What follows belongs to an exercise in optimizing a design on an open flow for small area; a production flow would make more cautious choices.
Function was checked by simulation only, so behaviour that the tests miss may differ from the original.
The flow treats the clock pin as an ideal source, which a real chip does not have.
Power and IR drop assume default switching activity.

==> flow/design.v <==
module test(
input rst,
input sigin,
input sysclk,
input modecontrol,
output highfreq,
output [7:0]Cathodes,
output[3:0] AN
);
assign highfreq = modecontrol;
reg iq, iqq, oq;
reg [2:0] ts;
reg tout;
wire irise = iq & ~iqq;
wire osig = modecontrol ? tout : iq;
wire orise = osig & ~oq;
always @(posedge sysclk) begin
  iqq <= iq; oq <= osig;
  if (rst) begin
    iq <= 0; ts <= 0; tout <= 0;
  end else begin
    iq <= sigin;
    if (irise) begin
      ts <= {ts[1:0], ~ts[2] & ~ts[1]};
      if (ts[2] & ~ts[1]) tout <= ~tout;
    end
  end
end
reg [6:0] p;
reg [9:0] q;
reg ph;                       
wire tick = (p == 7'd93);
wire g = (p == 7'd125) && (&q);
wire [10:0] qn = q + tick;
always @(posedge sysclk) begin
  if (rst) begin
    p <= 7'd122; q <= 10'd523; ph <= 0;
  end else begin
    p <= tick ? 7'd1 : {p[5:0], p[6] ^ p[5]};
    q <= qn[9:0] | {5'd0, qn[10], qn[10], 3'd0};
    if (g) ph <= ~ph;
  end
end
reg r;
reg [15:0] c;
wire clr = rst | (g & ph);
wire [4:0] e;
assign e[0] = r;
genvar i;
generate for (i = 0; i < 4; i = i + 1) begin : dg
  wire [3:0] b = c[4*i+3:4*i];
  wire [3:0] t;
  assign t[0] = e[i];
  assign t[1] = e[i] & b[0] & ~b[3];
  assign t[2] = e[i] & b[0] & b[1];
  assign t[3] = e[i] & b[0] & (b[3] | (b[1] & b[2]));
  assign e[i+1] = e[i] & b[0] & b[3];
  always @(posedge sysclk) c[4*i+3:4*i] <= clr ? 4'd0 : b ^ t;
end endgenerate
always @(posedge sysclk) r <= ~rst & orise & ~ph & ~g;
reg [3:0] dig;
wire [1:0] sel = q[1:0];
wire [3:0] m = sel[1] ? (sel[0] ? c[3:0] : c[15:12]) : (sel[0] ? c[11:8] : c[7:4]);
always @(posedge sysclk) dig <= rst ? 4'hF : tick ? m : dig;
wire [3:0] d = dig;
wire [6:0] seg;
assign seg[0] = (d[0] & ~d[1] & ~d[2] & ~d[3]) | (d[2] & d[3]) | (~d[0] & ~d[1] & d[2]);
assign seg[1] = (~d[0] & d[1] & d[2]) | (d[1] & d[3]) | (d[0] & ~d[1] & d[2]);
assign seg[2] = (d[1] & d[3]) | (~d[0] & d[1] & ~d[2]);
assign seg[3] = (~d[0] & ~d[1] & d[2]) | (d[0] & ~d[1] & ~d[2] & ~d[3]) | (d[0] & d[1] & d[2]);
assign seg[4] = (~d[1] & d[2]) | d[0];
assign seg[5] = (d[1] & ~d[2]) | (d[0] & ~d[2] & ~d[3]) | (d[0] & d[1]);
assign seg[6] = (~d[1] & ~d[2] & ~d[3]) | (d[0] & d[1] & d[2]);
wire blank = d[3] & d[1];
assign Cathodes = {1'b1, seg};
assign AN = {4{blank}} | ~{sel == 2'd3, sel == 2'd2, sel == 2'd1, sel == 2'd0};
endmodule
export LEC_CHECK = 0
export CAP_MARGIN = 0
export CORE_MARGIN = 2
export CORE_UTILIZATION = 40
export GPL_TIMING_DRIVEN = 0
export SLEW_MARGIN = 0
create_clock -name core_clock -period 15.0 [get_ports {sysclk}]
standard.sh (not shown) runs the stock make flow with config.mk's settings and CLKGATE_MAP_FILE= SYNTH_SCRIPT=/design/flow/synth_recipe.tcl, a recipe that flattens the netlist after the stock synthesis.
==> flow/flow/run.sh <==
#!/bin/bash
# The standard ORFS layout (standard.sh) with these changes:
# - synthesis is standard.sh's own script (synth_recipe.tcl, unchanged) but
#   the ABC technology mapping runs the area-oriented script flow/area.abc in
#   place of ORFS's speed script (the 15 ns clock leaves ample slack);
# - before floorplanning, each gate is swapped for the smallest cell of the
#   same function (flow/downsize.tcl); repair steps size up where needed;
# - port buffers are the smallest buffer cell;
# - the clock tree is flat: three clock buffers fed by the clock port (two
#   clkbuf_8 and one clkbuf_4 for the smallest group), each driving the
#   registers of one slice of the core, split by x (flow/pre_cts.tcl;
#   TritonCTS then finds the clock already buffered and leaves it).
# Each tool's output goes to standard.log here and to ORFS's logs under orfs/.
set -euo pipefail
W=$PWD
cat > "$W/my_synth.tcl" <<EOT
# Run synth_recipe.tcl with flow/area.abc as the ABC script.
proc abc {args} {
  set i [lsearch -exact \$args -script]
  if {\$i >= 0} { lset args [expr {\$i + 1}] $W/flow/area.abc }
  yosys abc {*}\$args
}
source $W/synth_recipe.tcl
EOT
sed "s#SYNTH_SCRIPT=[^ ]*synth_recipe.tcl#SYNTH_SCRIPT=$W/my_synth.tcl#" standard.sh > my_standard.sh
grep -q "SYNTH_SCRIPT=$W/my_synth.tcl" my_standard.sh
export BUFFER_PORTS_ARGS="-buffer_cell sky130_fd_sc_hd__buf_1"
export PRE_FLOORPLAN_TCL="$W/flow/downsize.tcl"
export PRE_CTS_TCL="$W/flow/pre_cts.tcl"
bash my_standard.sh > standard.log 2>&1
==> flow/flow/pre_cts.tcl <==
# Flat clock tree: split the clock sinks into three groups by x position (two
# of two fifths each, one of a fifth) and drive each group from the clock port
# through one clock buffer placed at the group's centroid.
set block [ord::get_db_block]
set dbu [$block getDbUnitsPerMicron]
set sinks {}
foreach it [[$block findNet sysclk] getITerms] {
  set inst [$it getInst]
  set loc [$inst getLocation]
  lappend sinks [list [lindex $loc 0] [lindex $loc 1] "[$inst getName]/[[$it getMTerm] getName]"]
}
# group sizes and buffers: the two larger groups get clkbuf_8, the smallest
# (a fifth of the sinks) clkbuf_4
set byx [lsort -integer -index 0 $sinks]
set n [llength $byx]
set n3 [expr {$n / 5}]
set n1 [expr {($n - $n3) / 2}]
set bounds [list 0 $n1 [expr {$n - $n3}] $n]
set cells {sky130_fd_sc_hd__clkbuf_8 sky130_fd_sc_hd__clkbuf_8 sky130_fd_sc_hd__clkbuf_4}
for {set k 0} {$k < 3} {incr k} {
  set grp [lrange $byx [lindex $bounds $k] [expr {[lindex $bounds [expr {$k + 1}]] - 1}]]
  set sx 0; set sy 0; set pins {}
  foreach s $grp {
    set sx [expr {$sx + [lindex $s 0]}]; set sy [expr {$sy + [lindex $s 1]}]
    lappend pins [get_pins [lindex $s 2]]
  }
  set m [llength $grp]
  set x [expr {double($sx) / $m / $dbu}]; set y [expr {double($sy) / $m / $dbu}]
  puts "clock group $k: $m sinks, [lindex $cells $k] at $x $y"
  insert_buffer -buffer_cell [lindex $cells $k] -net sysclk -load_pins $pins \
    -location [list $x $y] -buffer_name clkleaf_$k -net_name clkleaf_net_$k
}
detailed_placement
Other scripts of this flow, unchanged in this note and not shown: flow/flow/area.abc, flow/flow/downsize.tcl
Edit:
--- a/flow/flow/run.sh
+++ b/flow/flow/run.sh
@@ -8,5 +8,4 @@
 # - port buffers are the smallest buffer cell;
-# - the clock tree is flat: three clock buffers fed by the clock port (two
-#   clkbuf_8 and one clkbuf_4 for the smallest group), each driving the
-#   registers of one slice of the core, split by x (flow/pre_cts.tcl;
+# - the clock tree is flat: four clkbuf_4 clock buffers fed by the clock
+#   port, each driving the registers of one quarter of the core (flow/pre_cts.tcl;
 #   TritonCTS then finds the clock already buffered and leaves it).
==> flow/flow/pre_cts.tcl (replaced) <==
# Flat clock tree: split the clock sinks into four groups by position (two
# halves by x, each split in two by y) and drive each group from the clock
# port through one clock buffer placed at the group's centroid.
set block [ord::get_db_block]
set dbu [$block getDbUnitsPerMicron]
set sinks {}
foreach it [[$block findNet sysclk] getITerms] {
  set inst [$it getInst]
  set loc [$inst getLocation]
  lappend sinks [list [lindex $loc 0] [lindex $loc 1] "[$inst getName]/[[$it getMTerm] getName]"]
}
set groups {}
set byx [lsort -integer -index 0 $sinks]
set h [expr {[llength $byx] / 2}]
foreach half [list [lrange $byx 0 [expr {$h - 1}]] [lrange $byx $h end]] {
  set byy [lsort -integer -index 1 $half]
  set q [expr {[llength $byy] / 2}]
  lappend groups [lrange $byy 0 [expr {$q - 1}]] [lrange $byy $q end]
}
set k 0
foreach grp $groups {
  set sx 0; set sy 0; set pins {}
  foreach s $grp {
    set sx [expr {$sx + [lindex $s 0]}]; set sy [expr {$sy + [lindex $s 1]}]
    lappend pins [get_pins [lindex $s 2]]
  }
  set n [llength $grp]
  set x [expr {double($sx) / $n / $dbu}]; set y [expr {double($sy) / $n / $dbu}]
  puts "clock group $k: $n sinks, buffer at $x $y"
  insert_buffer -buffer_cell sky130_fd_sc_hd__clkbuf_4 -net sysclk -load_pins $pins \
    -location [list $x $y] -buffer_name clkleaf_$k -net_name clkleaf_net_$k
  incr k
}
detailed_placement
- GPL_TIMING_DRIVEN: 0 -> default
- PLACE_DENSITY: default -> 0.9
Effect: Die area is unchanged; via count came out higher slightly; routed wire length came out higher slightly; utilization came out lower by 0.11 points; setup slack is better by 98 ps; power came out lower slightly; worst hold slack is better by 4.6 ps; register-to-register slack is better by 30 ps; critical path depth came out lower by 1; final area is about the same.
Edit:
--- a/flow/flow/run.sh
+++ b/flow/flow/run.sh
@@ -8,4 +8,5 @@
 # - port buffers are the smallest buffer cell;
-# - the clock tree is flat: four clkbuf_4 clock buffers fed by the clock
-#   port, each driving the registers of one quarter of the core (flow/pre_cts.tcl;
+# - the clock tree is flat: three clock buffers fed by the clock port (two
+#   clkbuf_8 and one clkbuf_4 for the smallest group), each driving the
+#   registers of one slice of the core, split by x (flow/pre_cts.tcl;
 #   TritonCTS then finds the clock already buffered and leaves it).
Effect:
- The changed run finished with timing, DRC and antenna clean
- via count is unchanged
- final area stays the same
- global-route usage does not change
- critical path depth is unchanged
- total power does not change
- combinational power hardly moves
- setup slack is unchanged
Edit:
==> flow/flow/pre_cts.tcl (replaced) <==
# Flat clock tree: split the clock sinks into three groups by x position (two
# of two fifths each, one of a fifth) and drive each group from the clock port
# through one clock buffer placed at the group's centroid.
set block [ord::get_db_block]
set dbu [$block getDbUnitsPerMicron]
set sinks {}
foreach it [[$block findNet sysclk] getITerms] {
  set inst [$it getInst]
  set loc [$inst getLocation]
  lappend sinks [list [lindex $loc 0] [lindex $loc 1] "[$inst getName]/[[$it getMTerm] getName]"]
}
# group sizes and buffers: the two larger groups get clkbuf_8, the smallest
# (a fifth of the sinks) clkbuf_4
set byx [lsort -integer -index 0 $sinks]
set n [llength $byx]
set n3 [expr {$n / 5}]
set n1 [expr {($n - $n3) / 2}]
set bounds [list 0 $n1 [expr {$n - $n3}] $n]
set cells {sky130_fd_sc_hd__clkbuf_8 sky130_fd_sc_hd__clkbuf_8 sky130_fd_sc_hd__clkbuf_4}
for {set k 0} {$k < 3} {incr k} {
  set grp [lrange $byx [lindex $bounds $k] [expr {[lindex $bounds [expr {$k + 1}]] - 1}]]
  set sx 0; set sy 0; set pins {}
  foreach s $grp {
    set sx [expr {$sx + [lindex $s 0]}]; set sy [expr {$sy + [lindex $s 1]}]
    lappend pins [get_pins [lindex $s 2]]
  }
  set m [llength $grp]
  set x [expr {double($sx) / $m / $dbu}]; set y [expr {double($sy) / $m / $dbu}]
  puts "clock group $k: $m sinks, [lindex $cells $k] at $x $y"
  insert_buffer -buffer_cell [lindex $cells $k] -net sysclk -load_pins $pins \
    -location [list $x $y] -buffer_name clkleaf_$k -net_name clkleaf_net_$k
}
detailed_placement
- PLACE_DENSITY: 0.9 -> default
Effect: Total power grows by a few percent; hold slack is better by 4.1 ps; cell area barely changes.

-- static timing again, ports no longer ideal --
Ports are ideal in the flow. The routed layouts listed here were re-timed in OpenROAD. Step 1 (the two cells are an assumption about what drives the block):
set clk [get_ports {sysclk}]
set_driving_cell -lib_cell sky130_fd_sc_hd__clkbuf_16 $clk
set_driving_cell -lib_cell sky130_fd_sc_hd__buf_2 [delete_from_list [all_inputs] $clk]
Step 2 moves the port delays by t, midway between the first and last clock arrival at a register: inputs arrive t later, outputs are due t later. That takes back most of the time a late clock gives input paths. a / b / c = ideal ports / drivers / drivers and shift; a / b = the first two.
run	shift t [ns]	slack for setup (ns)	pins driven straight from the clock port
the first run	0.200	8.646 / 8.621 / 8.621	3
the second run	0.211	8.743 / 8.719 / 8.719	4
the third run	0.211	8.743 / 8.719 / 8.719	4
the fourth run	0.199	8.741 / 8.719 / 8.719	3
After both steps every run listed still meets setup and hold. The setup slack of the first run, which loses most, moves by -0.025 ns with the drivers and by -0.025 ns with both steps.
